Context: an optimization exercise on an open-source flow, tuned for small area, a short achievable clock period and few clock cycles. The choices shown serve that exercise and are no tape-out recipe. Where RTL was checked, it was by simulation tests only, not by an equivalence proof against the original. Function not checked in runs 2 to 4 and 8: the RTL went through the layout flow alone. Power and IR drop assume default switching activity.

--- config.mk ---
export PLATFORM = sky130hd
export DESIGN_NAME = GCD
export DESIGN_NICKNAME = GCD
export VERILOG_FILES = /design/flow/design.v
export SDC_FILE = /design/flow/constraint.sdc
export NUM_CORES = 4
export LEC_CHECK = 0
export CAP_MARGIN = 20
export CORE_MARGIN = 2
export CORE_UTILIZATION = 40
export SLEW_MARGIN = 20
--- run.sh ---
#!/bin/bash
# synth_recipe.tcl (not shown) runs the flow's synth.tcl, then flattens the netlist and writes it again
# the make line also repeats each setting of config.mk as NAME=value (left out here)
make -C /OpenROAD-flow-scripts/flow DESIGN_CONFIG=/design/flow/config.mk WORK_HOME=/design/flow/orfs CLKGATE_MAP_FILE= SYNTH_SCRIPT=/design/flow/synth_recipe.tcl finish
--- constraint.sdc ---
create_clock -name core_clock -period 4.0 [get_ports {clk}]
set_input_delay 0.8000 -clock core_clock [delete_from_list [all_inputs] [get_ports {clk}]]
set_output_delay 0.8000 -clock core_clock [all_outputs]
set_load 0.01 [all_outputs]
--- design.v ---
module GCD(
	input clk,
	input rst,
	input start,
	input [7:0] A,
	input [7:0] B,
	output [7:0] gcd_result,
	output ready
);
reg [5:0] a_h;
reg [5:0] b_h;
reg       a0;
reg [2:0] k;
reg       busy;
function [2:0] ctz8(input [7:0] v);
	casez (v)
		8'b???????1: ctz8 = 3'd0;
		8'b??????10: ctz8 = 3'd1;
		8'b?????100: ctz8 = 3'd2;
		8'b????1000: ctz8 = 3'd3;
		8'b???10000: ctz8 = 3'd4;
		8'b??100000: ctz8 = 3'd5;
		8'b?1000000: ctz8 = 3'd6;
		default:     ctz8 = 3'd7;
	endcase
endfunction
function [5:0] oddhi(input [7:0] v);
	reg [7:0] x;
	reg [7:0] sh;
	begin
		x = v ^ {8{v[7]}};
		sh = x >> ctz8(v);
		oddhi = sh[6:1];
	end
endfunction
wire       za = (A == 8'd0);
wire       zb = (B == 8'd0);
wire [5:0] ha = oddhi(A);
wire [5:0] hb = oddhi(B);
wire [5:0] a_init = za ? hb : ha;
wire [5:0] b_init = zb ? ha : hb;
wire [2:0] k_init = ctz8(A | B);
wire       a0_init = ~(za & zb);
wire [6:0] d = {1'b0, a_h} - {1'b0, b_h};
wire       s = d[6];                  
wire [5:0] m = d[5:0] ^ {6{s}};
wire [5:0] u = a_h ^ b_h;
function [2:0] ctz6(input [5:0] v);
	casez (v)
		6'b?????1: ctz6 = 3'd0;
		6'b????10: ctz6 = 3'd1;
		6'b???100: ctz6 = 3'd2;
		6'b??1000: ctz6 = 3'd3;
		6'b?10000: ctz6 = 3'd4;
		default:   ctz6 = 3'd5;
	endcase
endfunction
wire [5:0] b_step = m >> (ctz6(u) + 3'd1);
wire [5:0] a_step = s ? a_h : b_h;
wire eq = (u == 6'd0);
always @(posedge clk) begin
	if (start) begin
		a_h <= a_init;
		b_h <= b_init;
		k   <= k_init;
		a0  <= a0_init;
	end else begin
		a_h <= a_step;
		b_h <= b_step;
	end
end
always @(posedge clk) begin
	if (rst)
		busy <= 1'b0;
	else if (start)
		busy <= 1'b1;
	else if (eq)
		busy <= 1'b0;
end
assign ready = busy & eq;
assign gcd_result = {a_h, a0} << k;
endmodule
==> metrics.md, run 1 <==
| Metric | Value |
|---|---|
| DR WL met2 | `2900 um` |
| Row count | `27` |
| Hold Path Stages | `2` |
| Startpoint Class | `input port` |
| Initial Util | `41.5%` |
| CTS Root Cell | `clkbuf_8` |
| Die Y | `79.6 um` |
| DR top layer | `met4` |
| Clock transition at path regs | `70 ps` |
| Area grow syn2layout | `14.7%` |
| RR Endpoint | `b_h[2]` |
| Most frequent cells in the layout | `nor2_1, clkdlybuf4s50_1, o21ai_0, nand2_1` |
| Clock Latency Late Sink | `260 ps` |
| EDFF count, synth | `10` |
| Buffer depth of the longest clock path | `2` |
| DRT Pass-1 Iters | `5` |
| CP max FO | `8` |
| Antenna diodes | `0` |
| Post-CTS Setup Bufs | `0` |
| Slew @ Worst Pin | `480 ps` |
| Post-synth cell types | `69` |
| Finished Core Util | `47.6%` |
| Detailed Route Iter0 Violations | `186` |
| Vias | `2260` |
| Final Hold Slack | `474 ps` |
| Wire length on met3 | `142 um` |
| DRC | `0` |
| Vias per cell | `5.72` |
| Hold crit path type | `reg -> reg` |
| Share of post-route cells with drive strength above 1 | `6.50%` |
| Share of synthesized registers carrying an async set or reset | `0%` |
| Pwr dens | `800 nW/um^2` |
| Clk sinks | `17` |
| Total design power | `2.10 mW` |
| Final ANT Viol Nets | `0` |
| Post-route setup TNS | `0 ps` |
| CP endpoint kind | `flip-flop` |
| Global-route wire length before repair | `9950 um` |
| Num CTS Buffers | `3` |
| Total Routing Usage GR | `19.4%` |
| Final WL | `5950 um` |
| Post-CTS Hold Buffers | `0` |
| Slew margin rel. | `67.9%` |
| Worst vdd ir | `0.462 mV` |
| Part of the Yosys area used for sequential elements | `19.3%` |
| Hold path endpoint | `busy` |
| Arrival time at the worst endpoint | `3250 ps` |
| Status | `finished clean` |
| PostCTS Resize Cnt | `0` |
| DR WL/cell | `15.1 um` |
| Synth Area per Inst | `7.35 um^2` |
| I/O Pins | `28` |
| Total die area | `6330 um^2` |
| Crit path kind | `in -> reg` |
| Core Footprint | `5510 um^2` |
| R2R setup slack | `1160 ps` |
| CP required | `4150 ps` |
| Gpl congestion | `0.981` |
| Max Transition Viols Final | `0` |
| CTS tree | `done` |
| Syn Inst Count | `311` |
| Post-Syn Area | `2280 um^2` |
| Antenna violations before repair | `0` |
| Minimum clock period | `3100 ps` |
| # port buffers | `27` |
| DP HPWL | `4630 um` |
| Pleak | `0.975 nW` |
| Yosys Warn Count | `1` |
| Net count after synthesis | `340` |
| Htree depth | `1` |
| Worst-case reg-to-reg path depth | `9` |
| Commonest non-fill, non-tap cell in the layout | `nor2_1` |
| Met1 WL | `2810 um` |
| Die W | `79.6 um` |
| R2R Path Start | `a_h[2]` |
| Max Cap Viol | `0` |
| Largest net degree at the start of global routing | `17` |
| Main flop type after synthesis | `edfxtp_1` |
| Max Clock Freq | `0.323 GHz` |
| Yosys reg bits | `17` |
| Final Skew | `3.43 ps` |
| Hold Violations, Final | `0` |
| Setup violations, final | `0` |
| Vias in the first global route | `2092` |
| Grt total ovfl | `0` |
| RSZ-0062 raised after global routing | `no` |
| Fin nets | `353` |
| Hold_sp | `busy` |
| Final worst-path cycle share | `77.5%` |
[critical path, stage by stage]
cell and delay (ps):
clkdlybuf4s50_1 640, clkinv_1 290, ha_1 430, mux2_2 300, a211oi_1 320, o21ai_0 110, or3_1 360
[cells in the mapped netlist (5+ instances only)]
cell type,n,area (um^2)
a211oi_1,6,45.0
a21oi_1,20,100
buf_2,5,25.0
clkbuf_1,15,56.3
dfxtp_1,7,140
edfxtp_1,10,300
ha_1,9,113
inv_1,20,75.1
mux2i_1,9,90.1
nand2_1,25,93.8
nand2b_1,5,31.3
nand3_1,7,35.0
nor2_1,34,128
nor3_1,16,80.1
o211ai_1,6,45.0
o21ai_0,26,130
xnor2_1,12,105
[layer usage]
metal  GRT usage [%]  vias to the layer above
met5               0                        -
met3            1.58                       10
li1                -                     1161
met4            6.03                        0
met2            34.0                       46
met1            25.2                     1043
[cell families (layout without fill, tap and decap cells)]
family / after synthesis / count (layout) / synth area share [%]
AND/OR/NAND/NOR: 114 / 114 / 25.0
AO/OA/AOI/OAI: 97 / 97 / 29.4
multiplexers: 14 / 14 / 6.57
buffers and inverters: 43 / 55 / 7.50
flip-flops: 17 / 17 / 19.3
XOR/XNOR: 16 / 16 / 6.46
adder cells (fa/ha/maj): 10 / 10 / 5.81
[cell type report]
type                    instances  area, um^2
fillers                       589        2890
multi-input cells             251        1670
flip-flops and latches         17         440
repair buffers                 30         293
well taps                      72        90.1
inverters                      21        78.8
clock buffers                   3        41.3
clock inverters                 1        5.00
[sequential cells by signal, indices dropped and copies added (netlist names)]
signal,cells
b_h,6
a_h,6
k,3
a0,1
busy,1
[report_power, final]
group / internal, mW / leakage, nW / total (mW) / switching (mW)
combinational: 0.698 / 0.791 / 1.63 / 0.933
clock: 0.0693 / 0.0255 / 0.133 / 0.0635
sequential: 0.270 / 0.159 / 0.332 / 0.0628
[per-stage QoR]
stage,instances,instance area (um^2),worst slack [ps]
2_1_floorplan,311,2280,1370
3_3_place_gp,391,2570,681
3_5_place_dp,391,2570,602
4_1_cts,395,2620,874
5_1_grt,395,2620,689
6_report,395,2620,901
[worst max path at each step]
stage                     from     end  slack, ps  cells past startpoint
after floorplan           A[7]  b_h[2]       1370                      7
after global placement    A[7]  b_h[2]        680                      7
after detailed placement  A[7]  b_h[2]        600                      7
after CTS                 A[7]  b_h[2]        870                      7
after global routing      A[7]  a_h[1]        690                      9
final                     A[7]  b_h[2]        900                      7
Testbench counts, summed over its fixed seeds: cycles 43,530.
==> run 2, diff against run 1 <==
==> design.v (replaced) <==
module GCD(
	input clk,
	input rst,
	input start,
	input [7:0] A,
	input [7:0] B,
	output [7:0] gcd_result,
	output ready
);
reg [5:0] a_h;
reg [5:0] b_h;
reg [2:0] k;
reg       z;      
reg       nz;     
reg       busy;
function [2:0] ctz8(input [7:0] v);
	casez (v)
		8'b???????1: ctz8 = 3'd0;
		8'b??????10: ctz8 = 3'd1;
		8'b?????100: ctz8 = 3'd2;
		8'b????1000: ctz8 = 3'd3;
		8'b???10000: ctz8 = 3'd4;
		8'b??100000: ctz8 = 3'd5;
		8'b?1000000: ctz8 = 3'd6;
		default:     ctz8 = 3'd7;
	endcase
endfunction
function [5:0] oddhi(input [7:0] v);
	reg [7:0] x;
	reg [7:0] p;     
	reg       seen;
	integer   i, t;
	begin
		x = v ^ {8{v[7]}};
		seen = 1'b0;
		for (i = 0; i < 8; i = i + 1) begin
			p[i] = v[i] & ~seen;
			seen = seen | v[i];
		end
		for (i = 0; i < 6; i = i + 1) begin
			oddhi[i] = 1'b0;
			for (t = 0; t + i + 1 < 7; t = t + 1)
				oddhi[i] = oddhi[i] | (p[t] & x[i + 1 + t]);
		end
	end
endfunction
wire za = (A == 8'd0);
wire zb = (B == 8'd0);
function [2:0] ctz6(input [5:0] v);
	casez (v)
		6'b?????1: ctz6 = 3'd0;
		6'b????10: ctz6 = 3'd1;
		6'b???100: ctz6 = 3'd2;
		6'b??1000: ctz6 = 3'd3;
		6'b?10000: ctz6 = 3'd4;
		default:   ctz6 = 3'd5;
	endcase
endfunction
wire [6:0] d = {1'b0, a_h} - {1'b0, b_h};
wire       s = d[6];                  
wire [5:0] m = d[5:0] ^ {6{s}};
wire [5:0] u = a_h ^ b_h;
wire [5:0] b_step = m >> (ctz6(u) + 3'd1);
wire [5:0] a_step = s ? a_h : b_h;
wire done = (u == 6'd0) | (a_h == 6'd0) | (b_h == 6'd0);
always @(posedge clk) begin
	if (start) begin
		a_h <= oddhi(A);
		b_h <= oddhi(B);
		k   <= ctz8(A | B);
	end else begin
		a_h <= a_step;
		b_h <= b_step;
	end
	z  <= start & (za | zb);
	nz <= ~(start & za & zb);
end
always @(posedge clk) begin
	if (rst)
		busy <= 1'b0;
	else if (start)
		busy <= 1'b1;
	else if (done)
		busy <= 1'b0;
end
assign ready = busy & done;
assign gcd_result = {(a_h & b_h) | ({6{z}} & (a_h | b_h)), nz} << k;
endmodule
==> flow/run.sh (new file) <==
#!/bin/bash
set -euo pipefail
bash standard.sh 'BUFFER_PORTS_ARGS=-buffer_cell sky130_fd_sc_hd__buf_2' finish > standard_flow.log 2>&1
==> standard.sh (new file) <==
#!/bin/bash
# synth_recipe.tcl (not shown) runs the flow's synth.tcl, then flattens the netlist and writes it again
# the make line also repeats each setting of config.mk as NAME=value (left out here)
make -C /OpenROAD-flow-scripts/flow DESIGN_CONFIG=/design/flow/config.mk WORK_HOME=/design/flow/orfs CLKGATE_MAP_FILE= SYNTH_SCRIPT=/design/flow/synth_recipe.tcl "${@:-finish}"
--- a/config.mk
+++ b/config.mk
@@ -6,4 +6,5 @@
 export NUM_CORES = 4
 export LEC_CHECK = 0
+export ABC_AREA = 1
 export CAP_MARGIN = 20
 export CORE_MARGIN = 2
removed: run.sh
==> run 2 against run 1 <==
Effect of this change: sequential power rose by 5%; first-iteration DRC count fell by 39%; critical path depth rose by 2; combinational power grew 17%; still clean; largest cell class unchanged; core utilization fell by 1.5 points; maximum frequency up 19%.
==> metrics.md, run 2 <==
| Metric | Value |
|---|---|
| Status | `finished clean` |
| Yosys Warn Count | `1` |
| Seq pwr share | `14.5%` |
| Area grow syn2layout | `10.9%` |
| Core Footprint | `5510 um^2` |
| Startpoint Class | `flip-flop` |
| Grt total ovfl | `0` |
| # port buffers | `27` |
| Final ANT Viol Nets | `0` |
| Global-route wire length before repair | `9030 um` |
| CP delay by family, top | `simple AND/OR/NAND/NOR gates` |
| Main flop type after synthesis | `edfxtp_1` |
| Design area | `2540 um^2` |
| Crit-path cells | `inv_1, ha_1, nor2_1, nor2_1, nand2_1, o21ai_0, or2_2, o21ai_0, buf_2` |
| Row count | `27` |
| Vias per cell | `4.98` |
| List of most frequent post-synthesis cells | `nand2_1, inv_1, nor2_1` |
| Max Clock Freq | `0.383 GHz` |
| Post-CTS Setup Bufs | `0` |
| Buffer depth of the longest clock path | `2` |
| PostCTS Resize Cnt | `0` |
| Vias | `2246` |
| Sw frac | `56.7%` |
| Finished Core Util | `46.1%` |
| Slew margin rel. | `68.3%` |
| Pwr dens | `947 nW/um^2` |
| DRT Pass-1 Iters | `4` |
| Vias in the first global route | `1985` |
| Htree depth | `1` |
| Share of synthesized registers carrying an async set or reset | `0%` |
| Antenna violations before repair | `0` |
| I/O Pins | `28` |
| Max Transition Viols Final | `0` |
| Total Routing Usage GR | `17.5%` |
| Minimum clock period | `2610 ps` |
| Clk pwr share | `5.9%` |
| Antenna diodes | `0` |
| Clock Latency Late Sink | `250 ps` |
| Detailed Route Iter0 Violations | `114` |
| CTS Root Cell | `clkbuf_8` |
| Fin nets | `421` |
| Post-synth cell types | `41` |
| Setup violations, final | `0` |
| Commonest non-fill, non-tap cell in the layout | `nand2_1` |
| Clock transition at path regs | `60 ps` |
| Max Cap Viol | `0` |
| Share of post-route cells with drive strength above 1 | `16.6%` |
| CP max FO | `5` |
| Num CTS Buffers | `3` |
| CTS tree | `done` |
| Worst Setup Slack post-DPL | `1650 ps` |
| Yosys reg bits | `18` |
| Die Y | `79.7 um` |
| Slowest stage delay, CP | `440 ps` |
| Pleak | `1.30 nW` |
| CP required | `3200 ps` |
| Initial Util | `41.6%` |
| DRC | `0` |
| Final Skew | `3.27 ps` |
| Net count after synthesis | `396` |
| CP endpoint kind | `output port` |
| Top flop regs | `a_h: 6 flops, b_h: 6 flops, k: 3 flops` |
| Arrival time at the worst endpoint | `1810 ps` |
| DR WL/cell | `11.9 um` |
| EDFF count, synth | `9` |
| Post-Syn Area | `2290 um^2` |
| Post-route setup TNS | `0 ps` |
| Die W | `79.7 um` |
| Final WL | `5380 um` |
| Most frequent cells in the layout | `nand2_1, inv_1, nor2_1, nand3_1, buf_2` |
| Syn Inst Count | `355` |
| Pint | `1.04 mW` |
| DP Area | `2480 um^2` |
| Combinational share of power | `79.5%` |
| Hold Violations, Final | `0` |
| Synth Area per Inst | `6.45 um^2` |
| Hold crit path type | `reg -> reg` |
| Switching power of the nets | `1.36 mW` |
| Final Hold Slack | `486 ps` |
| Clk sinks | `18` |
| Part of the Yosys area used for sequential elements | `19.7%` |
| Worst path slowest cell | `dfxtp_1` |
| Most common cell in the netlist | `nand2_1` |
| Gpl congestion | `0.884` |
| Area share of the largest cell type after synthesis | `11.8%` |
| Worst vdd ir | `0.689 mV` |
| Synth area leader | `edfxtp_1` |
| RSZ-0062 raised after global routing | `no` |
| Slew @ Worst Pin | `470 ps` |
| Largest net degree at the start of global routing | `21` |
| Total die area | `6350 um^2` |
| Synth area leaders | `edfxtp_1, ha_1, nand2_1, inv_1, dfxtp_1` |
| Final worst-path cycle share | `65.3%` |
| Crit path buffers/inverters | `2` |
| Post-CTS Hold Buffers | `0` |
| Slack of the critical path | `1390 ps` |
| DP HPWL | `4630 um` |
| Crit path kind | `reg -> out` |
run 2: per-stage QoR:
stage | std cells | power (mW)
6_report | 451 | 2.40
5_1_grt | 451 | 2.68
4_1_cts | 451 | 2.40
3_5_place_dp | 447 | 2.25
3_3_place_gp | 447 | 2.26
2_1_floorplan | 355 | 1.86
run 2: layer usage:
metal	vias to the layer above	part of all wire (%)	GRT usage (%)
met3	6	2.8	1.24
met1	978	51	24.5
met4	0	1.2	3.79
li1	1220	-	-
met5	-	0	0
met2	42	45	29.6
run 2: final timing paths:
path	start	endpoint	slack [ps]	depth (start not counted)
max	b_h[0]	gcd_result[5]	1390	9
min	busy	busy	490	2
max reg2reg	a_h[1]	b_h[0]	1640	12
min reg2reg	busy	busy	490	2
run 2: cell type report:
type,instances,area [um^2]
flip-flops and latches,18,450
multi-input cells,265,1560
repair buffers,27,135
clock buffers,4,55.1
fillers,575,2970
well taps,72,90.1
inverters,65,249
run 2: power by group through the flow:
| stage | Clock, mW | Combinational (mW) | Sequential [mW] |
|---|---|---|---|
| 2_1_floorplan | 0 | 1.53 | 0.329 |
| 3_3_place_gp | 0 | 1.90 | 0.353 |
| 3_5_place_dp | 0 | 1.90 | 0.354 |
| 4_1_cts | 0.144 | 1.90 | 0.350 |
| 5_1_grt | 0.151 | 2.17 | 0.361 |
| 6_report | 0.142 | 1.91 | 0.349 |
run 2: worst reg2reg max path: stages, from the launching register on:
cell and delay (ps):
edfxtp_1 410, inv_1 100, ha_1 350, nor2_1 210, nand3_2 130, nand2_4 140
ha_1 290, inv_1 200, nand3_1 110, nand2_1 80, inv_2 30, a21oi_1 130
a21oi_1 80
run 2: logic make-up (layout without fill, tap and decap cells):
kind of cell               Yosys count  after routing  share of synthesized area (%)
adders and majority gates           22             22                           12.3
xor gates and xnor gates             8              8                           3.39
and+or+nand+nor                    174            174                           36.2
AOI/OAI and AO/OA                   61             61                           16.1
DFF                                 18             18                           19.7
buffers and inverters               72             96                           12.2
==> run 3, diff against run 2 <==
--- a/config.mk
+++ b/config.mk
@@ -10,3 +10,5 @@
 export CORE_MARGIN = 2
 export CORE_UTILIZATION = 40
+export CTS_CLUSTER_DIAMETER = 100
+export CTS_CLUSTER_SIZE = 30
 export SLEW_MARGIN = 20
==> run 3 against run 2 <==
Effect of this change: cell count is the same; clock-buffer cell count is the same; worst setup slack is the same; synthesized cell count is the same; flip-flop and latch count is the same; routed wire length is the same; sequential power is essentially flat; core utilization is the same; clock power is essentially flat; die area is the same; sequential share of layout area is the same; hold slack is the same; critical endpoint unchanged.
==> metrics.md, run 3 <==
| Metric | Value |
|---|---|
| Setup violations, final | `0` |
| CTS Root Cell | `clkbuf_8` |
| Vias | `2246` |
| Hold Violations, Final | `0` |
| Total Routing Usage GR | `17.5%` |
| Num CTS Buffers | `3` |
| Yosys Warn Count | `1` |
| Most common cell in the netlist | `nand2_1` |
| I/O Pins | `28` |
| Clk pwr share | `5.9%` |
| Arrival time at the worst endpoint | `1810 ps` |
| Clock Latency Late Sink | `250 ps` |
| Share of synthesized registers carrying an async set or reset | `0%` |
| DRC | `0` |
| Max Cap Viol | `0` |
| Core Footprint | `5510 um^2` |
| Area share of the largest cell type after synthesis | `11.8%` |
| Gpl congestion | `0.884` |
| Max Clock Freq | `0.383 GHz` |
| Startpoint Class | `flip-flop` |
| Top flop regs | `a_h: 6 flops, b_h: 6 flops, k: 3 flops` |
| Synth area leaders | `edfxtp_1, ha_1, nand2_1, inv_1, dfxtp_1` |
| Hold Path Stages | `2` |
| Worst Setup Slack post-DPL | `1650 ps` |
| Final worst-path cycle share | `65.3%` |
| Worst-case reg-to-reg path depth | `12` |
| Synth Area per Inst | `6.45 um^2` |
| Post-Syn Area | `2290 um^2` |
| # port buffers | `27` |
| RSZ-0062 raised after global routing | `no` |
| Vias per cell | `4.98` |
| Finished Core Util | `46.1%` |
| Synth area leader | `edfxtp_1` |
| Most frequent cells in the layout | `nand2_1, inv_1, nor2_1, nand3_1, buf_2` |
| Max Transition Viols Final | `0` |
| R2R Path Start | `a_h[1]` |
| Crit path kind | `reg -> out` |
| PostCTS Resize Cnt | `0` |
| Fin nets | `421` |
| Total die area | `6350 um^2` |
| CP required | `3200 ps` |
| Post-synth cell types | `41` |
| EDFF count, synth | `9` |
| Pleak | `1.30 nW` |
| Minimum clock period | `2610 ps` |
| Seq pwr share | `14.5%` |
| List of most frequent post-synthesis cells | `nand2_1, inv_1, nor2_1` |
| Worst vdd ir | `0.689 mV` |
| Combinational share of power | `79.5%` |
| Post-CTS Setup Bufs | `0` |
| Antenna violations before repair | `0` |
| Commonest non-fill, non-tap cell in the layout | `nand2_1` |
| Global-route wire length before repair | `9030 um` |
| Die Y | `79.7 um` |
| Initial Util | `41.6%` |
| DRT Pass-1 Iters | `4` |
| Part of the Yosys area used for sequential elements | `19.7%` |
| Syn Inst Count | `355` |
| R2R setup slack | `1640 ps` |
| Row count | `27` |
| Number of fill cells in the layout | `575` |
| Htree depth | `1` |
| Slew margin rel. | `68.3%` |
| CP max FO | `5` |
| Post-route setup TNS | `0 ps` |
| Detailed Route Iter0 Violations | `114` |
| Pwr dens | `947 nW/um^2` |
| Switching power of the nets | `1.36 mW` |
| DP HPWL | `4630 um` |
| Clock transition at path regs | `60 ps` |
| Final WL | `5380 um` |
| Hold crit path type | `reg -> reg` |
| CTS tree | `done` |
| Pint | `1.04 mW` |
| Final Skew | `3.27 ps` |
| Share of post-route cells with drive strength above 1 | `16.6%` |
| Sw frac | `56.7%` |
| Vias in the first global route | `1985` |
| Slew @ Worst Pin | `470 ps` |
| Final ANT Viol Nets | `0` |
| Largest net degree at the start of global routing | `21` |
| Clk sinks | `18` |
| DR WL/cell | `11.9 um` |
| Buffer depth of the longest clock path | `2` |
| Die W | `79.7 um` |
| Slack of the critical path | `1390 ps` |
| Area grow syn2layout | `10.9%` |
| Hold_sp | `busy` |
| Antenna diodes | `0` |
| Grt total ovfl | `0` |
| CP endpoint kind | `output port` |
| Main flop type after synthesis | `edfxtp_1` |
| Post-CTS Hold Buffers | `0` |
| RR Endpoint | `b_h[0]` |
| Hold path endpoint | `busy` |
| Yosys reg bits | `18` |
| Status | `finished clean` |
| Net count after synthesis | `396` |
-- run 3: cell counts after synthesis --
Identical to the previous run, type by type.
-- run 3: worst max path at each step --
stage	from	endpoint	slack [ps]
floorplan	a_h[0]	gcd_result[5]	1800
global placement	b_h[0]	gcd_result[5]	1620
detailed placement	b_h[0]	gcd_result[5]	1650
CTS	b_h[0]	gcd_result[5]	1380
global route	a_h[1]	gcd_result[7]	1180
finish	b_h[0]	gcd_result[5]	1390
-- run 3: cells by family (layout without fill, tap and decap cells) --
group	after synthesis	after routing	synth area share, %
XOR/XNOR	8	8	3.39
AND/OR/NAND/NOR	174	174	36.2
adder cells (fa/ha/maj)	22	22	12.3
buffers and inverters	72	96	12.2
flip-flops	18	18	19.7
AO/OA/AOI/OAI	61	61	16.1
-- run 3: layer usage --
metal / routed length [um] / track usage (%) / vias up / part of all wire [%]
met5: 0 / 0 / - / 0
met4: 67 / 3.79 / 0 / 1.2
met3: 153 / 1.24 / 6 / 2.8
met2: 2420 / 29.6 / 42 / 45
met1: 2740 / 24.5 / 978 / 51
li1: - / - / 1220 / -
-- run 3: final cells by class --
type | instances | area (um^2) | share of cell area, %
multi-input combinational | 265 | 1560 | 61.4
sequential | 18 | 450 | 17.7
inverter | 65 | 249 | 9.81
timing repair buffer | 27 | 135 | 5.32
tap | 72 | 90.1 | 3.55
clock buffer | 4 | 55.1 | 2.17
-- run 3: power by group through the flow --
stage	Clock, mW	Combinational [mW]	Sequential, mW
after floorplan	0	1.53	0.329
after global placement	0	1.90	0.353
after detailed placement	0	1.90	0.354
after CTS	0.144	1.90	0.350
after global routing	0.151	2.17	0.361
final	0.142	1.91	0.349
-- run 3: critical path, stage by stage (launching register included) --
cell     delay [ps]
dfxtp_1         440
inv_1            70
ha_1            180
nor2_1           90
nor2_1           60
nand2_1          50
o21ai_0         100
or2_2           300
o21ai_0         130
buf_2           150
-- run 3: through the flow --
| step | cells | hold slack (ps) | power [mW] | cell area, um^2 |
|---|---|---|---|---|
| detailed placement | 447 | 480 | 2.25 | 2480 |
| global placement | 447 | 478 | 2.26 | 2480 |
| CTS | 451 | 490 | 2.40 | 2540 |
| floorplan | 355 | 461 | 1.86 | 2290 |
| global route | 451 | 511 | 2.68 | 2540 |
| finish | 451 | 486 | 2.40 | 2540 |
==> run 4, diff against run 3 <==
--- a/config.mk
+++ b/config.mk
@@ -10,4 +10,5 @@
 export CORE_MARGIN = 2
 export CORE_UTILIZATION = 40
+export CTS_BUF_LIST = sky130_fd_sc_hd__clkbuf_16
 export CTS_CLUSTER_DIAMETER = 100
 export CTS_CLUSTER_SIZE = 30
==> run 4 against run 3 <==
Effect of this change: largest cell class unchanged; routed wire length rose by 0.41%; critical path depth unchanged; total power rose by 2.6%.
==> metrics.md, run 4 <==
| Metric | Value |
|---|---|
| Buffer depth of the longest clock path | `2` |
| CP max FO | `5` |
| EDFF count, synth | `9` |
| Main flop type after synthesis | `edfxtp_1` |
| Clock transition at path regs | `50 ps` |
| Max Cap Viol | `0` |
| Most frequent cells in the layout | `nand2_1, inv_1, nor2_1, nand3_1, buf_2` |
| Clk sinks | `18` |
| Worst path slowest cell | `dfxtp_1` |
| Part of the Yosys area used for sequential elements | `19.7%` |
| Antenna violations before repair | `0` |
| Net count after synthesis | `396` |
| Share of post-route cells with drive strength above 1 | `16.4%` |
| PostCTS Resize Cnt | `0` |
| CP endpoint kind | `output port` |
| Antenna diodes | `0` |
| Grt total ovfl | `0` |
| R2R setup slack | `1660 ps` |
| Worst-case reg-to-reg path depth | `12` |
| Total Routing Usage GR | `17.8%` |
| Startpoint Class | `flip-flop` |
| Sw frac | `56.0%` |
| DP HPWL | `4630 um` |
| Share of synthesized registers carrying an async set or reset | `0%` |
| Crit path kind | `reg -> out` |
| Pleak | `1.31 nW` |
| Core Footprint | `5510 um^2` |
| Fin nets | `421` |
| Largest net degree at the start of global routing | `21` |
| Max Transition Viols Final | `0` |
| Finished Core Util | `46.5%` |
| CP required | `3200 ps` |
| Final ANT Viol Nets | `0` |
| Hold_sp | `busy` |
| Hold crit path type | `reg -> reg` |
| Die W | `79.7 um` |
| Vias per cell | `5.00` |
| RR Endpoint | `b_h[0]` |
| Total design power | `2.46 mW` |
| Area grow syn2layout | `11.9%` |
| # port buffers | `27` |
| Hold path endpoint | `busy` |
| Post-CTS Hold Buffers | `0` |
| Synth Area per Inst | `6.45 um^2` |
| Syn Inst Count | `355` |
| Htree depth | `1` |
| Commonest non-fill, non-tap cell in the layout | `nand2_1` |
| Combinational share of power | `77.8%` |
| Status | `finished clean` |
| Detailed Route Iter0 Violations | `115` |
| Hold Violations, Final | `0` |
| Most common cell in the netlist | `nand2_1` |
| List of most frequent post-synthesis cells | `nand2_1, inv_1, nor2_1` |
| Post-synth cell types | `41` |
| Vias | `2253` |
| Crit-path cells | `inv_1, ha_1, nor2_1, nor2_1, nand2_1, o21ai_0, or2_2, o21ai_0, buf_2` |
| DR WL/cell | `12.0 um` |
| DRT Pass-1 Iters | `4` |
| DRC | `0` |
| CTS tree | `done` |
| Slew @ Worst Pin | `461 ps` |
| Initial Util | `41.6%` |
| Die Y | `79.7 um` |
| Worst vdd ir | `0.681 mV` |
| Synth area leaders | `edfxtp_1, ha_1, nand2_1, inv_1, dfxtp_1` |
| Clk pwr share | `8.0%` |
| Pint | `1.09 mW` |
| Final Skew | `4.33 ps` |
| Clock Latency Late Sink | `250 ps` |
| Total die area | `6350 um^2` |
| Final worst-path cycle share | `64.9%` |
| Gpl congestion | `0.884` |
| Minimum clock period | `2600 ps` |
| Arrival time at the worst endpoint | `1800 ps` |
| Final WL | `5400 um` |
| Yosys reg bits | `18` |
| CTS Root Cell | `clkbuf_16` |
| Post-route setup TNS | `0 ps` |
| Post-CTS Setup Bufs | `0` |
| RSZ-0062 raised after global routing | `no` |
| Slew margin rel. | `68.9%` |
| Pwr dens | `962 nW/um^2` |
| Num CTS Buffers | `3` |
| Hold Path Stages | `2` |
| Max Clock Freq | `0.385 GHz` |
| Post-Syn Area | `2290 um^2` |
| Setup violations, final | `0` |
| Area share of the largest cell type after synthesis | `11.8%` |
| Switching power of the nets | `1.38 mW` |
| Global-route wire length before repair | `9080 um` |
| Seq pwr share | `14.2%` |
| I/O Pins | `28` |
| Vias in the first global route | `1981` |
| R2R Path Start | `a_h[1]` |
| Row count | `27` |
| Yosys Warn Count | `1` |
| Slowest stage delay, CP | `430 ps` |
| Synth area leader | `edfxtp_1` |
| Top flop regs | `a_h: 6 flops, b_h: 6 flops, k: 3 flops` |
run 4: cell types whose count changed in the layout (fill, tap and decap cells not counted), sizes merged:
| cell | change |
|---|---|
| clkinv | +1 |
| clkbuf | -1 |
run 4: how the worst max path moves through the flow:
| stage | startpoint | endpoint | slack, ps | cells past startpoint |
|---|---|---|---|---|
| 2_1_floorplan | a_h[0] | gcd_result[5] | 1800 | 8 |
| 3_3_place_gp | b_h[0] | gcd_result[5] | 1620 | 9 |
| 6_report | b_h[0] | gcd_result[5] | 1400 | 9 |
| 4_1_cts | b_h[0] | gcd_result[5] | 1380 | 9 |
| 5_1_grt | a_h[1] | gcd_result[7] | 1190 | 8 |
| 3_5_place_dp | b_h[0] | gcd_result[5] | 1650 | 9 |
run 4: critical path, delay by kind of cell (launching register included):
family          cells  cell delay, ps
compound gates      2             230
fa+ha+maj           1             170
buf+inv             2             220
flops               1             430
simple gates        4             500
run 4: metrics by stage:
| step | instance area [um^2] | worst slack, ps | cells | hold WS [ps] |
|---|---|---|---|---|
| final | 2560 | 1400 | 451 | 484 |
| after global routing | 2560 | 1190 | 451 | 508 |
| after CTS | 2560 | 1380 | 451 | 488 |
| after detailed placement | 2480 | 1650 | 447 | 480 |
| after global placement | 2480 | 1620 | 447 | 478 |
| after floorplan | 2290 | 1800 | 355 | 461 |
run 4: routing by layer:
metal | vias up | global-route usage, % | part of all wire, %
met5 | - | 0 | 0
met1 | 974 | 24.7 | 50
met4 | 0 | 4.31 | 1.3
met2 | 52 | 29.8 | 45
li1 | 1220 | - | -
met3 | 7 | 1.47 | 3.5
run 4: layout make-up:
cell class	count	area (um^2)
fillers	574	2940
multi-input cells	265	1560
flip-flops and latches	18	450
inverters	65	249
repair buffers	27	135
well taps	72	90.1
clock buffers	3	75.1
clock inverters	1	3.75
run 4: cells by family (layout without fill, tap and decap cells):
group / count (synthesis) / after routing / synth area share (%)
AO/OA/AOI/OAI: 61 / 61 / 16.1
XOR/XNOR: 8 / 8 / 3.39
adder cells (fa/ha/maj): 22 / 22 / 12.3
buffers and inverters: 72 / 96 / 12.2
flip-flops: 18 / 18 / 19.7
AND/OR/NAND/NOR: 174 / 174 / 36.2
run 4: power groups by stage:
stage          registers (mW)  clock network, mW  logic (mW)
6_report                0.349              0.197        1.92
5_1_grt                 0.362              0.206        2.17
4_1_cts                 0.351              0.198        1.91
3_5_place_dp            0.354                  0        1.90
3_3_place_gp            0.353                  0        1.90
2_1_floorplan           0.329                  0        1.53
==> run 5, diff against run 4 <==
==> design.v (replaced) <==
module GCD(
	input clk,
	input rst,
	input start,
	input [7:0] A,
	input [7:0] B,
	output [7:0] gcd_result,
	output ready
);
reg [5:0] a_h;
reg [5:0] b_h;
reg [2:0] k;
reg       a0;     
reg       busy;
function [7:0] lowbit8(input [7:0] v);
	reg seen;
	integer i;
	begin
		seen = 1'b0;
		for (i = 0; i < 8; i = i + 1) begin
			lowbit8[i] = v[i] & ~seen;
			seen = seen | v[i];
		end
	end
endfunction
function [5:0] oddhi(input [7:0] v);
	reg [7:0] x;
	reg [7:0] p;
	integer   i, t;
	begin
		x = v ^ {8{v[7]}};
		p = lowbit8(v);
		for (i = 0; i < 6; i = i + 1) begin
			oddhi[i] = 1'b0;
			for (t = 0; t + i + 1 < 7; t = t + 1)
				oddhi[i] = oddhi[i] | (p[t] & x[i + 1 + t]);
		end
	end
endfunction
function [2:0] enc8(input [7:0] p);    
	enc8 = {p[4] | p[5] | p[6] | p[7], p[2] | p[3] | p[6] | p[7], p[1] | p[3] | p[5] | p[7]};
endfunction
wire       za = (A == 8'd0);
wire       zb = (B == 8'd0);
wire [5:0] ha = oddhi(A);
wire [5:0] hb = oddhi(B);
function [2:0] ctz6(input [5:0] v);
	casez (v)
		6'b?????1: ctz6 = 3'd0;
		6'b????10: ctz6 = 3'd1;
		6'b???100: ctz6 = 3'd2;
		6'b??1000: ctz6 = 3'd3;
		6'b?10000: ctz6 = 3'd4;
		default:   ctz6 = 3'd5;
	endcase
endfunction
wire [6:0] d = {1'b0, a_h} - {1'b0, b_h};
wire       s = d[6];                  
wire [5:0] m = d[5:0] ^ {6{s}};
wire [5:0] u = a_h ^ b_h;
wire [5:0] b_step = m >> (ctz6(u) + 3'd1);
wire [5:0] a_step = s ? a_h : b_h;
wire done = (u == 6'd0) | (a_h == 6'd0) | (b_h == 6'd0);
always @(posedge clk) begin
	if (start) begin
		a_h <= za ? hb : ha;
		b_h <= zb ? ha : hb;
		k   <= enc8(lowbit8(A | B));
	end else begin
		a_h <= a_step;
		b_h <= b_step;
	end
	a0 <= ~(start & za & zb);
end
always @(posedge clk) begin
	if (rst)
		busy <= 1'b0;
	else if (start)
		busy <= 1'b1;
	else if (done)
		busy <= 1'b0;
end
assign ready = busy & done;
wire [6:0] g = {a_h & b_h, a0};
wire [7:0] kd = 8'd1 << k;
reg  [7:0] res;
integer i, j;
always @* begin
	for (i = 0; i < 8; i = i + 1) begin
		res[i] = 1'b0;
		for (j = 0; j <= i && j < 8; j = j + 1)
			if (i - j < 7) res[i] = res[i] | (kd[j] & g[i - j]);
	end
end
assign gcd_result = res;
endmodule
==> flow/run.sh (replaced) <==
#!/bin/bash
set -euo pipefail
bash standard.sh 'BUFFER_PORTS_ARGS=-buffer_cell sky130_fd_sc_hd__buf_2' \
  'SETUP_MOVE_SEQUENCE=sizeup,swap' SKIP_GATE_CLONING=1 SKIP_LAST_GASP=1 \
  finish > standard_flow.log 2>&1
--- a/config.mk
+++ b/config.mk
@@ -10,6 +10,4 @@
 export CORE_MARGIN = 2
 export CORE_UTILIZATION = 40
-export CTS_BUF_LIST = sky130_fd_sc_hd__clkbuf_16
-export CTS_CLUSTER_DIAMETER = 100
-export CTS_CLUSTER_SIZE = 30
+export SETUP_SLACK_MARGIN = 1.8
 export SLEW_MARGIN = 20
==> run 5 against run 4 <==
Effect of this change: hold slack better by 24 ps; non-clock buffer count unchanged; first-iteration DRC count increased by 83%; synthesized area increased by 0.71%; flip-flop and latch count down 1; clock power down 34%; total power fell by 2.0%; sequential power grew 3%; maximum frequency is 5.6% higher; critical path type unchanged; highest routed layer unchanged.
==> metrics.md, run 5 <==
| Metric | Value |
|---|---|
| Status | `finished clean` |
| Commonest non-fill, non-tap cell in the layout | `nand2_1` |
| Vias in the first global route | `2430` |
| DRC | `0` |
| Global-route wire length before repair | `11200 um` |
| Die Y | `79.9 um` |
| Initial Util | `41.6%` |
| Final Skew | `9.60 ps` |
| Clock transition at path regs | `70 ps` |
| Crit path kind | `reg -> out` |
| Slack of the critical path | `1540 ps` |
| Largest family of logic cells by synthesized area | `simple AND/OR/NAND/NOR gates` |
| Num CTS Buffers | `3` |
| Total die area | `6390 um^2` |
| Htree depth | `1` |
| Buffer depth of the longest clock path | `2` |
| DRT Pass-1 Iters | `5` |
| Total design power | `2.42 mW` |
| Yosys Warn Count | `1` |
| Antenna violations before repair | `0` |
| Worst path slowest cell | `edfxtp_1` |
| Fin nets | `444` |
| Syn Inst Count | `380` |
| Slew @ Worst Pin | `355 ps` |
| Design area | `2700 um^2` |
| Die W | `79.9 um` |
| Finished Core Util | `48.7%` |
| DP HPWL | `5280 um` |
| Synth Area in XOR/XNOR | `1.52%` |
| CP endpoint kind | `output port` |
| Area share of the largest cell type after synthesis | `18.4%` |
| Clk sinks | `17` |
| I/O Pins | `28` |
| EDFF count, synth | `9` |
| Final WL | `6630 um` |
| CTS Root Cell | `clkbuf_8` |
| Hold crit path type | `reg -> reg` |
| Post-Synth Adder-Cell Area | `9.01%` |
| Gpl congestion | `0.901` |
| Pint | `1.05 mW` |
| CP required | `3200 ps` |
| Detailed Route Iter0 Violations | `211` |
| DP Area | `2510 um^2` |
| Vias per cell | `5.46` |
| Slew margin rel. | `76.1%` |
| Slowest stage delay, CP | `470 ps` |
| Pwr dens | `895 nW/um^2` |
| Post-synthesis mux area share | `0%` |
| Clock Latency Late Sink | `260 ps` |
| Number of fill cells in the layout | `580` |
| Max Cap Viol | `0` |
| Minimum clock period | `2460 ps` |
| Grt total ovfl | `0` |
| Synth area leader | `nand2_1` |
| Total Routing Usage GR | `21.7%` |
| Worst Setup Slack post-DPL | `1670 ps` |
| Pleak | `1.32 nW` |
| Max Clock Freq | `0.407 GHz` |
| # port buffers | `27` |
| Setup violations, final | `0` |
| Sw frac | `56.5%` |
| Largest net degree at the start of global routing | `17` |
| Final worst-path cycle share | `61.5%` |
| Yosys reg bits | `17` |
| Post-CTS Hold Buffers | `0` |
| Net count after synthesis | `415` |
| Most common cell in the netlist | `nand2_1` |
| Switching power of the nets | `1.36 mW` |
| Most frequent cells in the layout | `nand2_1, inv_1, nand3_1, nor2_1, buf_2` |
| Hold Violations, Final | `0` |
| Worst vdd ir | `0.412 mV` |
| Final Hold Slack | `508 ps` |
| Startpoint Class | `flip-flop` |
| Simple-gate share of the synthesized area | `45.6%` |
| Main flop type after synthesis | `edfxtp_1` |
| RSZ-0062 raised after global routing | `yes` |
| Final std cells w/o fill | `480` |
| Post-Syn Area | `2310 um^2` |
| Max Transition Viols Final | `0` |
| Combinational share of power | `79.7%` |
| Dpl cells | `476` |
| Share of synthesized registers carrying an async set or reset | `0%` |
| CTS tree | `done` |
| CP max FO | `3` |
| Arrival time at the worst endpoint | `1660 ps` |
| Area grow syn2layout | `17.0%` |
| List of most frequent post-synthesis cells | `nand2_1, inv_1, nand3_1` |
| Antenna diodes | `0` |
| Vias | `2622` |
| Synth Area per Inst | `6.07 um^2` |
| Synth area leaders | `nand2_1, edfxtp_1, nand3_1, inv_1, ha_1` |
| Clk pwr share | `5.4%` |
| Row count | `27` |
| Crit-path cells | `ha_2, inv_2, o22ai_1, a221oi_1, o211ai_1, buf_2` |
| Final ANT Viol Nets | `0` |
| Share of post-route cells with drive strength above 1 | `21.1%` |
| Synth Area in Compound Gates | `14.4%` |
| Seq pwr share | `14.9%` |
| DR WL/cell | `13.8 um` |
| Post-synth cell types | `41` |
| Core Footprint | `5540 um^2` |
| Post-route setup TNS | `0 ps` |
| Part of the Yosys area used for sequential elements | `18.7%` |
| Top flop regs | `a_h: 6 flops, b_h: 6 flops, k: 3 flops` |
[run 5: cell count changes in the layout (fill, tap and decap cells not counted), moves of 10 or more]
cell | before | now
ha_1 | 21 | 5
nand2_1 | 70 | 109
nand3_1 | 32 | 42
o21ai_0 | 23 | 6
nor2_1 | 37 | 27
[run 5: kinds of logic after synthesis]
group,count (synthesis)
compound gates,51
xor+xnor,4
fa+ha+maj,16
buf+inv,64
flops,17
simple gates,228
[run 5: area by class of cell]
class | instances | area [um^2] | area share, %
Tap cell | 72 | 90.1 | 3.34
Multi-Input combinational cell | 299 | 1760 | 65.1
Timing Repair Buffer | 27 | 135 | 5.01
Inverter | 61 | 234 | 8.67
Sequential cell | 17 | 437 | 16.2
Clock buffer | 4 | 45.0 | 1.67
[run 5: worst max-delay path, delay by kind of cell (launching register included)]
| kind | cells | cell delay, ps |
|---|---|---|
| buffers and inverters | 2 | 220 |
| adders and majority gates | 1 | 260 |
| AOI/OAI and AO/OA | 3 | 450 |
| DFF | 1 | 470 |
[run 5: path summary, 6_finish.rpt]
path              startpoint             to  slack, ps  cells past startpoint
setup reg to reg      a_h[2]         b_h[0]       1810                     12
hold / removal          busy           busy        510                      2
hold reg to reg         busy           busy        510                      2
setup / recovery      a_h[2]  gcd_result[6]       1540                      6
[run 5: repair_timing]
| item | CTS | global route |
|---|---|---|
| resized for setup | 23 | 15 |
| setup buffers | 0 | 0 |
| setup endpoints to repair | 13 | 21 |
| pin swaps | 6 | 11 |
[run 5: per-layer routing]
metal | up-vias | GRT usage, % | routed length, um
li1 | 1336 | - | -
met4 | 0 | 3.90 | 70
met1 | 1176 | 30.1 | 3060
met3 | 10 | 1.81 | 390
met5 | - | 0 | 0
met2 | 100 | 36.8 | 3110
[run 5: power groups by stage]
stage	sequential, mW	combinational [mW]	clock, mW
2_1_floorplan	0.313	1.39	0
3_3_place_gp	0.336	1.75	0
3_5_place_dp	0.336	1.74	0
4_1_cts	0.355	1.83	0.131
5_1_grt	0.369	2.18	0.139
6_report	0.360	1.93	0.130
Testbench counts of run 5, summed over its fixed seeds: cycles 32,500.
==> run 6, diff against run 5 <==
--- a/config.mk
+++ b/config.mk
@@ -10,4 +10,4 @@
 export CORE_MARGIN = 2
 export CORE_UTILIZATION = 40
-export SETUP_SLACK_MARGIN = 1.8
+export SETUP_SLACK_MARGIN = 1.55
 export SLEW_MARGIN = 20
==> run 6 against run 5 <==
Effect of this change: critical endpoint unchanged; combinational power shrank 4%; routed wire length shrank 0.56%; register-to-register slack barely moved; core utilization decreased by 0.84 points; flip-flop and latch count is the same; maximum frequency shrank 1.4%; sequential share of layout area increased by 0.19 points; final area decreased by 1.7%; non-clock buffer count is the same; worst setup slack worse by 34 ps; still clean on timing, DRC and antenna; clock power about the same; global-route usage decreased by 0.19 points.
==> metrics.md, run 6 <==
| Metric | Value |
|---|---|
| Final ANT Viol Nets | `0` |
| Core Footprint | `5540 um^2` |
| Sw frac | `56.9%` |
| Design area | `2650 um^2` |
| Worst vdd ir | `0.411 mV` |
| Clk pwr share | `5.5%` |
| Slew margin rel. | `74.4%` |
| CP max FO | `3` |
| Footprint of the multi-input gates | `1720 um^2` |
| Area share of the largest cell type after synthesis | `18.4%` |
| EDFF count, synth | `9` |
| Most frequent cells in the layout | `nand2_1, inv_1, nand3_1, nor2_1, buf_2` |
| Share of post-route cells with drive strength above 1 | `18.4%` |
| Final Skew | `7.69 ps` |
| Status | `finished clean` |
| DR WL/cell | `13.7 um` |
| Post-route setup TNS | `0 ps` |
| Buffer depth of the longest clock path | `2` |
| Flip-flop and latch area | `434 um^2` |
| Net count after synthesis | `415` |
| Vias per cell | `5.46` |
| CTS tree | `done` |
| DP Area | `2510 um^2` |
| Top flop regs | `a_h: 6 flops, b_h: 6 flops, k: 3 flops` |
| Combinational share of power | `79.5%` |
| Post-Syn Area | `2310 um^2` |
| Pint | `1.01 mW` |
| Final std cells w/o fill | `480` |
| Part of the Yosys area used for sequential elements | `18.7%` |
| Gpl congestion | `0.901` |
| Detailed Route Iter0 Violations | `165` |
| Num CTS Buffers | `3` |
| Synth area leader | `nand2_1` |
| Die W | `79.9 um` |
| Crit path kind | `reg -> out` |
| Synth Area per Inst | `6.07 um^2` |
| Yosys reg bits | `17` |
| Setup violations, final | `0` |
| CP required | `3200 ps` |
| Clock transition at path regs | `70 ps` |
| Minimum clock period | `2490 ps` |
| Initial Util | `41.6%` |
| Final WL | `6600 um` |
| Vias in the first global route | `2416` |
| Slew @ Worst Pin | `384 ps` |
| CP endpoint kind | `output port` |
| Largest net degree at the start of global routing | `17` |
| DRT Pass-1 Iters | `5` |
| Max Cap Viol | `0` |
| Total design power | `2.34 mW` |
| Pleak | `1.32 nW` |
| CTS Root Cell | `clkbuf_8` |
| I/O Pins | `28` |
| Total die area | `6390 um^2` |
| Grt total ovfl | `0` |
| Startpoint Class | `flip-flop` |
| Commonest non-fill, non-tap cell in the layout | `nand2_1` |
| RSZ-0062 raised after global routing | `yes` |
| Switching power of the nets | `1.33 mW` |
| List of most frequent post-synthesis cells | `nand2_1, inv_1, nand3_1` |
| Clk sinks | `17` |
| Number of fill cells in the layout | `589` |
| Antenna violations before repair | `0` |
| Antenna diodes | `0` |
| Max Transition Viols Final | `0` |
| Post-synth cell types | `41` |
| DP HPWL | `5280 um` |
| Synth area leaders | `nand2_1, edfxtp_1, nand3_1, inv_1, ha_1` |
| Yosys Warn Count | `1` |
| Main flop type after synthesis | `edfxtp_1` |
| Htree depth | `1` |
| Seq pwr share | `15.0%` |
| Final worst-path cycle share | `62.3%` |
| Syn Inst Count | `380` |
| Most common cell in the netlist | `nand2_1` |
| Fin nets | `444` |
| Vias | `2622` |
| Dpl cells | `476` |
| Row count | `27` |
| Area grow syn2layout | `15.0%` |
| Hold crit path type | `reg -> reg` |
| Total Routing Usage GR | `21.5%` |
| Clock Latency Late Sink | `260 ps` |
| Hold Violations, Final | `0` |
| Arrival time at the worst endpoint | `1690 ps` |
| # port buffers | `27` |
| Share of synthesized registers carrying an async set or reset | `0%` |
| Max Clock Freq | `0.401 GHz` |
| Global-route wire length before repair | `11100 um` |
| DRC | `0` |
| Finished Core Util | `47.9%` |
| Pwr dens | `882 nW/um^2` |
| Die Y | `79.9 um` |
| Post-CTS Hold Buffers | `0` |
-- run 6: cell count changes in the layout (fill, tap and decap cells not counted), moves of 2 or more --
cell,before,now
ha_1,5,8
inv_1,49,52
ha_4,6,4
inv_2,10,8
nor2_2,5,3
-- run 6: final timing paths --
| path | slack [ps] | end | depth (start not counted) | startpoint |
|---|---|---|---|---|
| hold / removal | 510 | busy | 2 | busy |
| setup / recovery | 1510 | gcd_result[6] | 6 | a_h[2] |
| hold reg to reg | 510 | busy | 2 | busy |
| setup reg to reg | 1800 | b_h[3] | 10 | a_h[2] |
-- run 6: cells by family after synthesis --
family | after synthesis | share of synthesized area [%]
adders and majority gates | 16 | 9.01
buffers and inverters | 64 | 10.7
AOI/OAI and AO/OA | 51 | 14.4
and+or+nand+nor | 228 | 45.6
DFF | 17 | 18.7
xor gates and xnor gates | 4 | 1.52
-- run 6: per-stage QoR --
step | hold WS (ps) | setup slack [ps]
global route | 548 | 1470
global placement | 485 | 1650
floorplan | 461 | 1860
finish | 507 | 1510
detailed placement | 496 | 1670
CTS | 510 | 1540
-- run 6: repair_timing --
item,4_1_cts,5_1_grt
hold endpoints to repair,0,0
resized for setup,14,11
pin swaps,5,9
setup endpoints to repair,2,8
buffers inserted,0,0
-- run 6: layer usage --
metal  GRT usage, %  part of all wire [%]  vias to the layer above
met3           1.81                   4.9                       10
met1           30.0                    47                     1190
met4           3.90                  0.99                        0
li1               -                     -                     1333
met2           36.3                    47                       89
met5              0                     0                        -
-- run 6: power by group through the flow --
stage | sequential, mW | combinational (mW) | clock, mW
3_3_place_gp | 0.336 | 1.75 | 0
3_5_place_dp | 0.336 | 1.74 | 0
6_report | 0.351 | 1.86 | 0.129
4_1_cts | 0.346 | 1.82 | 0.131
5_1_grt | 0.358 | 2.10 | 0.139
2_1_floorplan | 0.313 | 1.39 | 0
-- run 6: area by class of cell --
type	count	share of cell area, %
inverter	61	8.73
multi-input combinational	299	64.7
timing repair buffer	27	5.10
clock buffer	4	1.70
sequential	17	16.4
tap	72	3.40
-- run 6: critical path: stages (launching register included) --
cell      delay [ps]
edfxtp_1         470
ha_2             260
inv_2             70
o22ai_1           80
a221oi_1         260
o211ai_1         140
buf_2            160
==> run 7, diff against run 6 <==
==> flow/run.sh (replaced) <==
#!/bin/bash
set -euo pipefail
bash standard.sh 'BUFFER_PORTS_ARGS=-buffer_cell sky130_fd_sc_hd__buf_2' ADDER_MAP_FILE= \
  finish > standard_flow.log 2>&1
--- a/config.mk
+++ b/config.mk
@@ -10,4 +10,3 @@
 export CORE_MARGIN = 2
 export CORE_UTILIZATION = 40
-export SETUP_SLACK_MARGIN = 1.55
 export SLEW_MARGIN = 20
==> run 7 against run 6 <==
Effect of this change: still clean on timing, DRC and antenna; non-clock buffer count did not move; via count fell by 0.99%; clock-buffer cell count fell by 1; critical endpoint is now gcd_result[5].
==> metrics.md, run 7 <==
| Metric | Value |
|---|---|
| Synth area leaders | `nand2_1, edfxtp_1, inv_1, nor2_1, dfxtp_1` |
| Vias | `2596` |
| Crit path kind | `reg -> out` |
| Num CTS Buffers | `3` |
| Clock transition at path regs | `70 ps` |
| Dpl cells | `484` |
| Vias in the first global route | `2418` |
| Total design power | `1.83 mW` |
| Share of synthesized registers carrying an async set or reset | `0%` |
| Minimum clock period | `2630 ps` |
| Synth area leader | `nand2_1` |
| CP endpoint kind | `output port` |
| Htree depth | `1` |
| Grt total ovfl | `0` |
| Max Clock Freq | `0.380 GHz` |
| Hold path endpoint | `busy` |
| Die Y | `78.6 um` |
| Most frequent cells in the layout | `nand2_1, inv_1, nor2_1, nand3_1, buf_2` |
| Max Transition Viols Final | `0` |
| Antenna diodes | `0` |
| Finished Core Util | `45.4%` |
| RSZ-0062 raised after global routing | `no` |
| Buffer depth of the longest clock path | `2` |
| R2R setup slack | `2060 ps` |
| Final worst-path cycle share | `65.7%` |
| Area grow syn2layout | `11.1%` |
| Worst vdd ir | `0.295 mV` |
| Hold Violations, Final | `0` |
| Hold_sp | `busy` |
| Share of post-route cells with drive strength above 1 | `14.4%` |
| DR WL/cell | `12.7 um` |
| EDFF count, synth | `9` |
| Setup violations, final | `0` |
| Post-CTS Setup Bufs | `0` |
| Die W | `78.6 um` |
| Detailed Route Iter0 Violations | `206` |
| Pwr dens | `742 nW/um^2` |
| Main flop type after synthesis | `edfxtp_1` |
| Worst-case reg-to-reg path depth | `13` |
| Slew @ Worst Pin | `427 ps` |
| Arrival time at the worst endpoint | `1830 ps` |
| DRT Pass-1 Iters | `5` |
| Max Cap Viol | `0` |
| PostCTS Resize Cnt | `0` |
| Total Routing Usage GR | `21.3%` |
| Yosys reg bits | `17` |
| Final ANT Viol Nets | `0` |
| Global-route wire length before repair | `10700 um` |
| Initial Util | `40.9%` |
| Commonest non-fill, non-tap cell in the layout | `nand2_1` |
| Core Footprint | `5440 um^2` |
| DRC | `0` |
| Net count after synthesis | `410` |
| Flip-flop and latch area | `430 um^2` |
| Largest net degree at the start of global routing | `15` |
| Number of fill cells in the layout | `614` |
| CTS Root Cell | `clkbuf_8` |
| CP required | `3200 ps` |
| Vias per cell | `5.32` |
| Antenna violations before repair | `0` |
| Status | `finished clean` |
| Row count | `27` |
| CTS tree | `done` |
| List of most frequent post-synthesis cells | `nand2_1, inv_1, nor2_1` |
| Final WL | `6220 um` |
| Synth Area per Inst | `5.69 um^2` |
| Total die area | `6170 um^2` |
| # port buffers | `27` |
| Area share of the largest cell type after synthesis | `18.4%` |
| Clk sinks | `17` |
| Post-CTS Hold Buffers | `0` |
| Startpoint Class | `flip-flop` |
| Footprint of the multi-input gates | `1530 um^2` |
| CP max FO | `3` |
| DP HPWL | `5230 um` |
| R2R Path Start | `b_h[4]` |
| Post-Syn Area | `2220 um^2` |
| Post-synth cell types | `38` |
| Final Skew | `2.38 ps` |
| I/O Pins | `28` |
| Yosys Warn Count | `1` |
| Gpl congestion | `0.899` |
| Hold crit path type | `reg -> reg` |
| Post-route setup TNS | `0 ps` |
| Final std cells w/o fill | `488` |
| Pleak | `1.22 nW` |
| Most common cell in the netlist | `nand2_1` |
| Fin nets | `436` |
| Part of the Yosys area used for sequential elements | `19.4%` |
| Top flop regs | `a_h: 6 flops, b_h: 6 flops, k: 3 flops` |
| Syn Inst Count | `391` |
| Hold Path Stages | `2` |
| Clock Latency Late Sink | `250 ps` |
| Slew margin rel. | `71.5%` |
| RR Endpoint | `b_h[0]` |
## run 7: cell types whose count changed after synthesis, moves of 3 or more
cell / before / now
nand3_1: 43 / 32
nand2_1: 113 / 109
o311ai_0: 3 / 0
o21ai_0: 6 / 9
o31ai_1: 0 / 3
a21oi_1: 12 / 21
ha_1: 15 / 0
nand2_2: 4 / 10
buf_2: 0 / 4
o211ai_1: 5 / 2
a31oi_1: 0 / 6
o221ai_1: 3 / 8
nand4_1: 12 / 6
nor2_1: 31 / 49
## run 7: power by group
group	total, mW	switching [mW]	leakage [nW]	internal (mW)
combinational	1.36	0.910	1.04	0.446
sequential	0.345	0.0839	0.159	0.261
clock	0.130	0.0601	0.0217	0.0701
## run 7: per-layer routing
layer  GRT usage, %  routed length, um  up-vias
li1               -                  -     1360
met1           26.8               2890     1147
met2           37.9               2920       76
met3           2.76                303       13
met4           5.61                108        0
met5              0                  0        -
## run 7: worst max path at each step
stage	startpoint	endpoint	slack, ps	depth (start not counted)
2_1_floorplan	A[1]	a_h[2]	1920	8
3_3_place_gp	A[0]	a_h[2]	1680	9
3_5_place_dp	A[1]	a_h[2]	1610	9
4_1_cts	a_h[2]	ready	1390	7
5_1_grt	a_h[0]	ready	1180	9
6_report	k[0]	gcd_result[5]	1370	9
## run 7: final cells by class
type | instances | area share [%]
clock inverters | 1 | 0.304
clock buffers | 3 | 1.67
multi-input cells | 305 | 61.9
inverters | 63 | 9.57
flip-flops and latches | 17 | 17.4
well taps | 72 | 3.65
repair buffers | 27 | 5.47
## run 7: critical path, cell delays in order, from the launching register on
cell and delay (ps):
edfxtp_1 430, inv_1 110, nor2_1 60, inv_1 70
nor2_1 40, inv_1 100, o22ai_1 100, a221oi_1 300
o221ai_1 190, buf_2 170
## run 7: cells by family (layout without fill, tap and decap cells)
group / Yosys count / count (layout) / synth area share [%]
DFF: 17 / 17 / 19.4
and+or+nand+nor: 226 / 226 / 45.2
AOI/OAI and AO/OA: 73 / 73 / 21.2
xor gates and xnor gates: 6 / 6 / 2.36
buffers and inverters: 69 / 94 / 11.9
## run 7: stage by stage
step | hold WS (ps) | setup WS [ps] | instance area [um^2]
floorplan | 433 | 1920 | 2220
detailed placement | 446 | 1610 | 2420
global placement | 441 | 1680 | 2420
global route | 501 | 1180 | 2470
CTS | 457 | 1390 | 2470
finish | 454 | 1370 | 2470
==> run 8, diff against run 7 <==
--- a/design.v
+++ b/design.v
@@ -10,5 +10,5 @@
 reg [5:0] a_h;
 reg [5:0] b_h;
-reg [2:0] k;
+reg [7:0] kh;    
 reg       a0;     
 reg       busy;
@@ -38,7 +38,4 @@
 	end
 endfunction
-function [2:0] enc8(input [7:0] p);    
-	enc8 = {p[4] | p[5] | p[6] | p[7], p[2] | p[3] | p[6] | p[7], p[1] | p[3] | p[5] | p[7]};
-endfunction
 wire       za = (A == 8'd0);
 wire       zb = (B == 8'd0);
@@ -66,5 +63,5 @@
 		a_h <= za ? hb : ha;
 		b_h <= zb ? ha : hb;
-		k   <= enc8(lowbit8(A | B));
+		kh  <= lowbit8(A | B);
 	end else begin
 		a_h <= a_step;
@@ -83,5 +80,5 @@
 assign ready = busy & done;
 wire [6:0] g = {a_h & b_h, a0};
-wire [7:0] kd = 8'd1 << k;
+wire [7:0] kd = kh;
 reg  [7:0] res;
 integer i, j;
==> run 8 against run 7 <==
Effect of this change: global-route usage down 1.1 points; sequential power up 17%; combinational power up 7%; clock-buffer cell count unchanged; largest cell class unchanged; maximum frequency up 1.5%; sequential share of layout area up 4.6 points; non-clock buffer count unchanged; first-iteration DRC count down 16%.
==> metrics.md, run 8 <==
| Metric | Value |
|---|---|
| Footprint of the multi-input gates | `1550 um^2` |
| Final worst-path cycle share | `64.7%` |
| Hold_sp | `busy` |
| DR WL/cell | `13.2 um` |
| Largest net degree at the start of global routing | `20` |
| Slowest stage delay, CP | `490 ps` |
| Max Transition Viols Final | `0` |
| Hold path endpoint | `busy` |
| I/O Pins | `28` |
| Max Clock Freq | `0.386 GHz` |
| Final Skew | `5.50 ps` |
| Finished Core Util | `45.0%` |
| Clk sinks | `22` |
| Post-Syn Area | `2380 um^2` |
| Worst vdd ir | `0.402 mV` |
| Buffer depth of the longest clock path | `2` |
| Crit-path cells | `nand2_2, clkinv_4, nor2_8, nor2_1, a31oi_1, nor2_1, buf_2` |
| CTS tree | `done` |
| Die W | `81.2 um` |
| Final std cells w/o fill | `478` |
| Post-CTS Setup Bufs | `0` |
| Global-route wire length before repair | `10400 um` |
| Gpl congestion | `0.901` |
| Antenna violations before repair | `0` |
| Area share of the largest cell type after synthesis | `17.7%` |
| Minimum clock period | `2590 ps` |
| Main flop type after synthesis | `edfxtp_1` |
| Area grow syn2layout | `10.6%` |
| Vias | `2519` |
| GR peak layer | `met2` |
| CP delay by family, top | `simple AND/OR/NAND/NOR gates` |
| Arrival time at the worst endpoint | `1790 ps` |
| CP endpoint kind | `output port` |
| Max reg flops | `8` |
| R2R Path Start | `a_h[2]` |
| RR Endpoint | `b_h[1]` |
| CP dominant cell by count | `nor2_1` |
| Detailed Route Iter0 Violations | `174` |
| Final WL | `6320 um` |
| Core Footprint | `5850 um^2` |
| Hold Path Stages | `2` |
| Fin nets | `423` |
| R2R setup slack | `2180 ps` |
| Yosys reg bits | `22` |
| Synth area leaders | `edfxtp_1, nand2_1, nand3_1, inv_1, dfxtp_1` |
| Die Y | `81.2 um` |
| Setup violations, final | `0` |
| Met1 GRT Util | `28.8%` |
| Max Cap Viol | `0` |
| RSZ-0062 raised after global routing | `no` |
| Num CTS Buffers | `3` |
| Share of synthesized registers carrying an async set or reset | `0%` |
| Pwr dens | `758 nW/um^2` |
| Most common cell in the netlist | `nand2_1` |
| Routing usage on met2 | `33.9%` |
| Yosys Warn Count | `1` |
| Initial Util | `40.7%` |
| Hold crit path type | `reg -> reg` |
| Status | `finished clean` |
| Share of post-route cells with drive strength above 1 | `18.4%` |
| DRC | `0` |
| Vias in the first global route | `2272` |
| DP HPWL | `5230 um` |
| Hold Violations, Final | `0` |
| Worst path slowest cell | `edfxtp_1` |
| Startpoint Class | `flip-flop` |
| Part of the Yosys area used for sequential elements | `24.4%` |
| Grt total ovfl | `0` |
| Htree depth | `1` |
| Syn Inst Count | `377` |
| Crit path kind | `reg -> out` |
| Post-CTS Hold Buffers | `0` |
| Worst-case reg-to-reg path depth | `12` |
| Clock transition at path regs | `70 ps` |
| Dpl cells | `474` |
| Met3 Use GR | `1.33%` |
| CTS Root Cell | `clkbuf_8` |
| Synth area leader | `edfxtp_1` |
| Slew margin rel. | `70.9%` |
| Crit path buffers/inverters | `2` |
| Top flop regs | `kh: 8 flops, a_h: 6 flops, b_h: 6 flops` |
| Total die area | `6590 um^2` |
| List of most frequent post-synthesis cells | `nand2_1, inv_1, nand3_1` |
| Synth Area per Inst | `6.32 um^2` |
| Commonest non-fill, non-tap cell in the layout | `nand2_1` |
| Clock Latency Late Sink | `250 ps` |
| Pleak | `1.25 nW` |
| Post-synth cell types | `40` |
| Slew @ Worst Pin | `434 ps` |
| Post-route setup TNS | `0 ps` |
| Reg with most FFs | `kh` |
| Flip-flop and latch area | `581 um^2` |
| Number of fill cells in the layout | `617` |
| EDFF count, synth | `14` |
| # port buffers | `27` |
| CP required | `3200 ps` |
| Total Routing Usage GR | `20.2%` |
| Antenna diodes | `0` |
| CP max FO | `6` |
| Vias per cell | `5.27` |
| Final ANT Viol Nets | `0` |
| Most frequent cells in the layout | `nand2_1, inv_1, nand3_1, nor2_1, buf_2` |
| Row count | `28` |
| DRT Pass-1 Iters | `4` |
| Net count after synthesis | `396` |
| PostCTS Resize Cnt | `0` |
[run 8: worst max path at each step]
stage,end,cells past startpoint,start,slack (ps)
2_1_floorplan,a_h[1],7,B[7],1910
3_3_place_gp,a_h[0],9,A[1],1620
3_5_place_dp,a_h[2],9,A[1],1540
4_1_cts,ready,9,b_h[1],1410
5_1_grt,ready,8,a_h[0],1270
6_report,ready,7,a_h[2],1410
[run 8: cell families (layout without fill, tap and decap cells)]
group,count (synthesis),after routing,share of synthesized area [%]
flops,22,22,24.4
simple gates,223,223,46.0
buf+inv,62,88,10.4
xor+xnor,3,3,1.10
compound gates,67,67,18.1
[run 8: worst min-delay path: stages (launching register included)]
cell,delay [ps]
dfxtp_1,310
nand2_1,60
a21oi_1,50
[run 8: layout make-up]
type                    instances  area share, %
inverters                      57           8.51
multi-input cells             293           59.0
well taps                      75           3.56
clock inverters                 1          0.143
flip-flops and latches         22           22.1
clock buffers                   3           1.57
repair buffers                 27           5.13
[run 8: metal layers]
layer / routed length [um] / vias up
met5: 0 / -
met4: 63 / 0
met3: 280 / 8
met2: 2930 / 65
met1: 3040 / 1122
li1: - / 1324
[run 8: where the power goes]
part	total, mW	internal [mW]	switching (mW)
combinational	1.46	0.488	0.975
sequential	0.405	0.321	0.0839
clock	0.129	0.0681	0.0610
[run 8: metrics by stage]
stage	instance area [um^2]	setup slack, ps	hold slack (ps)	power, mW
6_report	2630	1410	457	2.00
5_1_grt	2630	1270	501	2.20
4_1_cts	2630	1410	463	2.00
3_5_place_dp	2590	1540	452	1.86
3_3_place_gp	2590	1620	445	1.86
2_1_floorplan	2380	1910	433	1.56

what the ideal ports hide:
How much do the figures lean on ideal ports? The routed layouts below were timed once more, with nothing changed but the port constraints.
Step 1 assumes that a clkbuf_16 drives the clock port and a buf_2 every other input.
Step 2 times the ports against the registers' clock, not the clock port: input delays grow and output delays shrink by t, the midpoint of the rising clock arrivals with the driver on.
Three values: ideal, step 1, step 2; two values: the first two.
run | shift t [ns] | setup slack, ns | worst data-port slew with drivers (ns)
run 1 | 0.284 | 0.901 / 0.903 / 0.619 | 0.03
run 2 | 0.269 | 1.389 / 1.366 / 1.635 | 0.03
run 3 | 0.269 | 1.389 / 1.366 / 1.635 | 0.03
run 4 | 0.275 | 1.402 / 1.375 / 1.649 | 0.03
run 5 | 0.277 | 1.540 / 1.515 / 1.632 | 0.03
run 6 | 0.278 | 1.506 / 1.480 / 1.638 | 0.03
run 7 | 0.280 | 1.371 / 1.343 / 1.581 | 0.03
run 8 | 0.273 | 1.411 / 1.385 / 1.509 | 0.03
After both steps setup and hold are still met in every run listed. For run 1, which loses most, drivers alone change the setup slack by +0.002 ns; drivers and shift together by -0.282 ns.
